This design comes from an exercise in tuning for small area and few clock cycles per item on the open sky130 flow, not from production work. Function was checked by simulation only, so behaviour that the tests miss may differ from the original.

--- flow/config.mk ---
export PLATFORM = sky130hd
export DESIGN_NAME = lab1
export DESIGN_NICKNAME = lab1
export VERILOG_FILES = /design/flow/design.v
export SDC_FILE = /design/flow/constraint.sdc
export NUM_CORES = 4
export LEC_CHECK = 0
export CAP_MARGIN = 20
export CORE_MARGIN = 2
export CORE_UTILIZATION = 40
export SLEW_MARGIN = 20
--- flow/run.sh ---
#!/bin/bash
# synth_recipe.tcl (not shown) runs the flow's synth.tcl, then flattens the netlist and writes it again
# the make line also repeats each setting of config.mk as NAME=value (left out here)
make -C /OpenROAD-flow-scripts/flow DESIGN_CONFIG=/design/flow/config.mk WORK_HOME=/design/flow/orfs CLKGATE_MAP_FILE= SYNTH_SCRIPT=/design/flow/synth_recipe.tcl finish
--- flow/design.v ---
module lab1 #
(
	parameter WIDTHIN = 16,		 
	parameter WIDTHOUT = 32,	 
	parameter [WIDTHIN-1:0] A0 = 16'b01_00000000000000,  
	parameter [WIDTHIN-1:0] A1 = 16'b01_00000000000000,  
	parameter [WIDTHIN-1:0] A2 = 16'b00_10000000000000,  
	parameter [WIDTHIN-1:0] A3 = 16'b00_00101010101010,  
	parameter [WIDTHIN-1:0] A4 = 16'b00_00001010101010,  
	parameter [WIDTHIN-1:0] A5 = 16'b00_00000010001000   
)
(
	input clk,
	input reset,	
	input i_valid,
	input i_ready,
	output o_valid,
	output o_ready,
	input [WIDTHIN-1:0] i_x,
	output [WIDTHOUT-1:0] o_y
);
logic [WIDTHIN-1:0] x;	 
logic [WIDTHOUT-1:0] y_Q;	 
logic valid_Q1;		 
logic valid_Q2;		 
logic valid_Q3;
logic valid_Q4;
logic valid_Q5;
logic valid_Q6;
logic valid_Q7;
logic [WIDTHOUT-1:0] ans;	
logic enable;
logic [WIDTHOUT-1:0] m0_out;  
logic [31:0] m0_res; 
logic [WIDTHOUT-1:0] a0_out;  
logic [WIDTHOUT-1:0] m1_out;  
logic [47:0] m1_res;
logic [WIDTHOUT-1:0] a1_out;  
logic [WIDTHOUT-1:0] m2_out;  
logic [47:0] m2_res; 
logic [WIDTHOUT-1:0] a2_out;  
logic [WIDTHOUT-1:0] m3_out;  
logic [47:0] m3_res;
logic [WIDTHOUT-1:0] a3_out;  
logic [WIDTHOUT-1:0] m4_out;  
logic [47:0] m4_res;
logic [WIDTHOUT-1:0] a4_out;  
logic [WIDTHOUT-1:0] y_D;
logic [15:0] A5_reg;
logic [31:0] A4_reg;
logic [31:0] A3_reg;
logic [31:0] A2_reg;
logic [31:0] A1_reg;
logic [31:0] A0_reg;
logic [WIDTHIN-1:0] x1;
logic [WIDTHIN-1:0] x2;
logic [WIDTHIN-1:0] x3;
logic [WIDTHIN-1:0] x4;
logic [WIDTHOUT-1:0] F1;
logic [WIDTHOUT-1:0] F2;
logic [WIDTHOUT-1:0] F3;
logic [WIDTHOUT-1:0] F4;
always_comb begin
		m0_res = A5_reg * x;
		m0_out = {3'b000, m0_res [31:3]};
		a0_out = m0_out + A4_reg;
		m1_res = F4 * x4;
		m1_out = m1_res[45:14];
		a1_out = m1_out + A3_reg;
		m2_res = F3 * x3;
		m2_out = m2_res[45:14];
		a2_out = m2_out + A2_reg;
		m3_res = F2 * x2;
		m3_out = m3_res[45:14];
		a3_out = m3_out + A1_reg;
		m4_res = F1 * x1;
		m4_out = m4_res[45:14];
		a4_out = m4_out + A0_reg ;
		enable = i_ready;
end
always @(posedge clk) begin
if (enable) begin
		A5_reg <= A5;
		A4_reg <= {5'b00000, A4, 11'b00000000000};
   	F4 <= a0_out;
		x4 <= x;
		A3_reg <= {5'b00000, A3, 11'b00000000000};
		F3 <= a1_out;
		x3 <= x4;
		A2_reg <= {5'b00000, A2, 11'b00000000000};
		F2 <= a2_out;
		x2 <= x3;
		A1_reg <= {5'b00000, A1, 11'b00000000000};
   	F1 <= a3_out;
		x1 <= x2;
		A0_reg <= {5'b00000, A0, 11'b00000000000};
end		
end
always_ff @(posedge clk or posedge reset) begin
	if (reset) begin
		valid_Q1 <= 1'b0;
		valid_Q2 <= 1'b0;
		valid_Q3 <= 1'b0;
		valid_Q4 <= 1'b0;
		valid_Q5 <= 1'b0;
		valid_Q6 <= 1'b0;
		x <= 0;
		y_Q <= 0;
	end 
	else if (enable) begin
		valid_Q1 <= i_valid;
		valid_Q2 <= valid_Q1;
		valid_Q3 <= valid_Q2;
		valid_Q4 <= valid_Q3;
		valid_Q5 <= valid_Q4;
		valid_Q6 <= valid_Q5;
		x <= i_x;
		y_Q <= y_D;
	end
end
assign y_D = a4_out;
assign o_y = y_Q;
assign o_ready = i_ready;   		
assign o_valid = valid_Q6 & i_ready;	
endmodule
--- flow/constraint.sdc ---
create_clock -name core_clock -period 8.0 [get_ports {clk}]
set_input_delay 1.6000 -clock core_clock [delete_from_list [all_inputs] [get_ports {clk}]]
set_output_delay 1.6000 -clock core_clock [all_outputs]
set_load 0.01 [all_outputs]
==> flow_metrics.env <==
export IMPL_outcome="no timing/DRC/antenna violations"
export IMPL_via_per_inst=5.039
export IMPL_setup_violations=0
export IMPL_hold_start="x[1]$_DFFE_PP0P_"
export IMPL_rows=147
export IMPL_finalClockSkew_ps=25.31
export IMPL_postPlaceCellArea_um2=67750
export IMPL_die_h_um=404.6
export IMPL_post_route_min_period_ps=7727
export IMPL_cts_num_sinks=228
export IMPL_max_slew_margin_rel_pct=29.81
export IMPL_synth_cells=6887
export IMPL_rr_worst_depth=23
export IMPL_synth_seq_area_share_pct=10.25
export IMPL_dpl_hpwl_mm=133.8
export IMPL_antenna_found_initial=1
export IMPL_cts_tree="yes"
export IMPL_crit_arrival_ps=8170
export IMPL_htreeDepth=1
export IMPL_nNetsFinal=8909
export IMPL_fin_crit_sh_pct=96.59
export IMPL_areaGrowthSynthToFinish_pct=8.396
export IMPL_hold_buffers=0
export IMPL_critPathRequiredTime_ps=8450
export IMPL_design_area_um2=69570
export IMPL_yosys_area_top_type="fa_1"
export IMPL_muxShareOfSynthArea_pct=0.7506
export IMPL_grt_pass1_vias=50076
export IMPL_hold_viol_final=0
export IMPL_fmax_ghz=0.1294
export IMPL_clockBufferDepth=3
export IMPL_drive_above_1_share_pct=5.552
export IMPL_tns_ps=0
export IMPL_yosys_area_share_xor_xnor_pct=2.250
export IMPL_nFillCells=15624
export IMPL_crit_type="reg2reg"
export IMPL_worstReg2RegEnd="y_Q[31]$_DFFE_PP0P_"
export IMPL_dr_pass1_iters=6
export IMPL_cp_end_kind="flop"
export IMPL_synth_area_leaders="fa_1 46%, ha_1 9.6%, inv_1 9.5%, edfxtp_1 8.1%, nand2_1 7.2%"
export IMPL_placed_cells=8909
export IMPL_grt_max_degree=134
export IMPL_gr_usage_all_layers_pct=20.88
export IMPL_die_w_um=404.6
export IMPL_tightest_slew_ps=1053
export IMPL_ys_seq_elements=228
export IMPL_final_cells=9040
export IMPL_insertion_delay_ps=620
export IMPL_hp_class="reg2reg"
export IMPL_synthArstFlopShare_pct=23.68
export IMPL_boundaryPins=54
export IMPL_synth_simple_area_share_pct=15.78
export IMPL_rrSetupSlack_ps=270
export IMPL_min_to="x4[1]$_DFFE_PP_"
export IMPL_dieArea_um2=163700
export IMPL_gr_total_overflow=0
export IMPL_r2r_start="F1[7]$_DFFE_PP_"
export IMPL_gp_congestion=0.8883
export IMPL_critPathLaunchType="flop"
export IMPL_detail_route_antenna_nets=0
export IMPL_core_area_um2=160000
export IMPL_path_max_fanout=14
export IMPL_drt_iter0_drc=2660
export IMPL_cts_buffers=31
export IMPL_via_count=45554
export IMPL_grt_pass1_wl_mm=271.4
export IMPL_wl_mm=165.7
export IMPL_wl_per_cell_um=18.33
export IMPL_start_util_pct=40.11
export IMPL_synthFlopType="edfxtp_1"
export IMPL_hold_path_depth=0
export IMPL_grt_setup_unrepaired="no"
export IMPL_synth_compound_area_share_pct=4.164
export IMPL_ys_warn_count=1
export IMPL_post_route_drc_count=0
export IMPL_clock_root_buffer="clkbuf_16"
export IMPL_postSynthAreaPerCell_um2=9.319
export IMPL_synth_nets=8869
export IMPL_maxCapViolations=0
export IMPL_synthDistinctLibCells=81
export IMPL_slew_violations=0
export IMPL_synth_edf_count=174
export IMPL_synth_top_family_by_area="adder cells"
export IMPL_syn_cell_area_um2=64180
export IMPL_port_buffers=53
export IMPL_yosys_area_top_type_share_pct=45.91
export IMPL_synthAdderAreaFrac_pct=55.48
export IMPL_cts_reportedPaths_clkPinSlew_ps=60
-- metrics by stage --
stage               setup WS [ps]  util, %  hold WS, ps
global route                5.411    43.47        499.4
finish                      273.0    43.48        484.4
CTS                         113.8    42.96        486.7
floorplan                   902.2        -        420.6
global placement            305.4    42.34        463.7
detailed placement          133.7    42.34        465.1
-- kinds of logic after synthesis --
group	count (synthesis)
AOI/OAI and AO/OA	409
xor gates and xnor gates	159
adders and majority gates	1963
buffers and inverters	1931
DFF	228
muxes	43
other	1
and+or+nand+nor	2153
-- final cells by class --
class	instances	area, um2	share of cell area [%]
diodes	2	5.005	0.007194
flip-flops and latches	228	6576	9.453
clock buffers	34	797.0	1.146
well taps	2086	2610	3.752
clock inverters	24	193.9	0.2788
inverters	1623	6092	8.757
repair buffers	315	2923	4.201
multi-input cells	4728	50370	72.41
-- how the worst max path moves through the flow --
stage / startpoint / end / slack, ps / cells past startpoint
after detailed placement: F2[13]$_DFFE_PP_ / F1[31]$_DFFE_PP_ / 130 / 23
after global placement: x3[2]$_DFFE_PP_ / F2[31]$_DFFE_PP_ / 310 / 23
after CTS: F2[13]$_DFFE_PP_ / F1[31]$_DFFE_PP_ / 110 / 23
after global routing: x2[1]$_DFFE_PP_ / F1[31]$_DFFE_PP_ / 5 / 24
final: F1[7]$_DFFE_PP_ / y_Q[31]$_DFFE_PP0P_ / 270 / 23
after floorplan: x4[1]$_DFFE_PP_ / F3[24]$_DFFE_PP_ / 900 / 28
-- what timing repair did --
action / CTS / global route
setup endpoints to repair: 0 / 10
resized for setup: 0 / 8
buffers inserted: 0 / 71
-- metal layers --
| metal | vias to the layer above | global-route usage, % | wire length [um] | share of wire (%) |
|---|---|---|---|---|
| met5 | - | 0 | 0 | 0 |
| met4 | 0 | 6.409 | 5591 | 3.4 |
| met3 | 276 | 2.025 | 8091 | 4.9 |
| met2 | 1203 | 36.28 | 82530 | 50 |
| met1 | 23745 | 27.52 | 69500 | 42 |
| li1 | 20330 | - | - | - |
-- sequential cells by signal (all words and copies together), names as in the netlist --
register and cells:
F1 32, F2 32, y_Q 32, F3 28, F4 18, x1 16, x2 16, x3 16
x4 16, x 16, valid_Q1 1, valid_Q2 1, valid_Q3 1, valid_Q4 1, valid_Q5 1, valid_Q6 1
-- synthesized netlist by cell type (3+ instances only) --
cell / n
a2111oi_0: 5
a211oi_1: 13
a21o_1: 64
a21oi_1: 142
a221o_1: 3
a221oi_1: 8
a31oi_1: 11
and2_1: 659
and3_1: 11
and4_1: 3
buf_1: 10
buf_2: 6
clkbuf_1: 290
dfrtp_1: 54
edfxtp_1: 174
fa_1: 1472
ha_1: 490
inv_1: 1623
mux2_2: 41
nand2_1: 1235
nand2b_1: 8
nand3_1: 28
nand3b_1: 3
nand4_1: 33
nor2_1: 96
nor2b_1: 26
nor3_1: 27
nor3b_1: 3
o2111ai_1: 5
o211ai_1: 14
o21a_1: 23
o21ai_0: 47
o21ai_1: 11
o21ba_2: 3
o21bai_1: 21
o221ai_1: 5
o31ai_1: 7
or2_2: 5
or3_1: 4
xnor2_1: 112
xor2_1: 43
-- worst max-delay path, cell delays in order (launching register included) --
cell and delay [ps]:
edfxtp_1 820, nand2_1 200, fa_1 570, inv_1 50, fa_1 400, fa_1 520, fa_1 550, inv_1 50
fa_1 470, inv_1 50, fa_1 430, ha_1 380, a21o_1 170, nor2_1 60, a221oi_1 420, nand3b_1 340
a211oi_1 560, or2_1 250, a21oi_1 150, a311oi_1 490, o31a_1 260, nand4_1 120, xnor2_1 170, a21oi_1 80
-- placed cells by master, fill, tap and decap left out, types with 7 or more instances in the layout --
cell type	count
a211oi_1	11
a21o_1	64
a21oi_1	141
a221oi_1	8
a31oi_1	10
and2_1	659
and3_1	11
buf_12	33
buf_4	227
clkbuf_16	31
clkdlybuf4s50_1	52
dfrtp_1	54
edfxtp_1	174
fa_1	1472
ha_1	490
inv_1	1622
inv_6	7
mux2_2	41
nand2_1	1235
nand2b_1	8
nand3_1	28
nand4_1	33
nor2_1	96
nor2b_1	26
nor3_1	27
o211ai_1	14
o21a_1	23
o21ai_0	47
o21ai_1	10
o21bai_1	21
o31ai_1	7
xnor2_1	111
xor2_1	43
Testbench counts, summed over its fixed seeds: cycles 24,048, items 24,000.

## what the ideal ports hide
The results above use ideal ports. As a check the final layout listed here was re-extracted and re-timed, cells and wires unchanged. Step 1, drivers: a clkbuf_16 drives clk and a buf_2 each remaining input, both assumed. Step 2 times the ports against the registers' clock, not the clock port: input delays grow and output delays shrink by t, the midpoint of the rising clock arrivals with the driver on. Three values: ideal, step 1, step 2; two values: the first two.
t (ns): 0.686
slack for setup (ns): 0.273 / 0.273 / 0.273
worst setup path at the end: register to register
worst register clock-pin slew, ns: 0.07 / 0.07
After both steps this run still meets setup and hold. For this run, drivers alone change the setup slack by 0.000 ns; drivers and shift together by 0.000 ns.
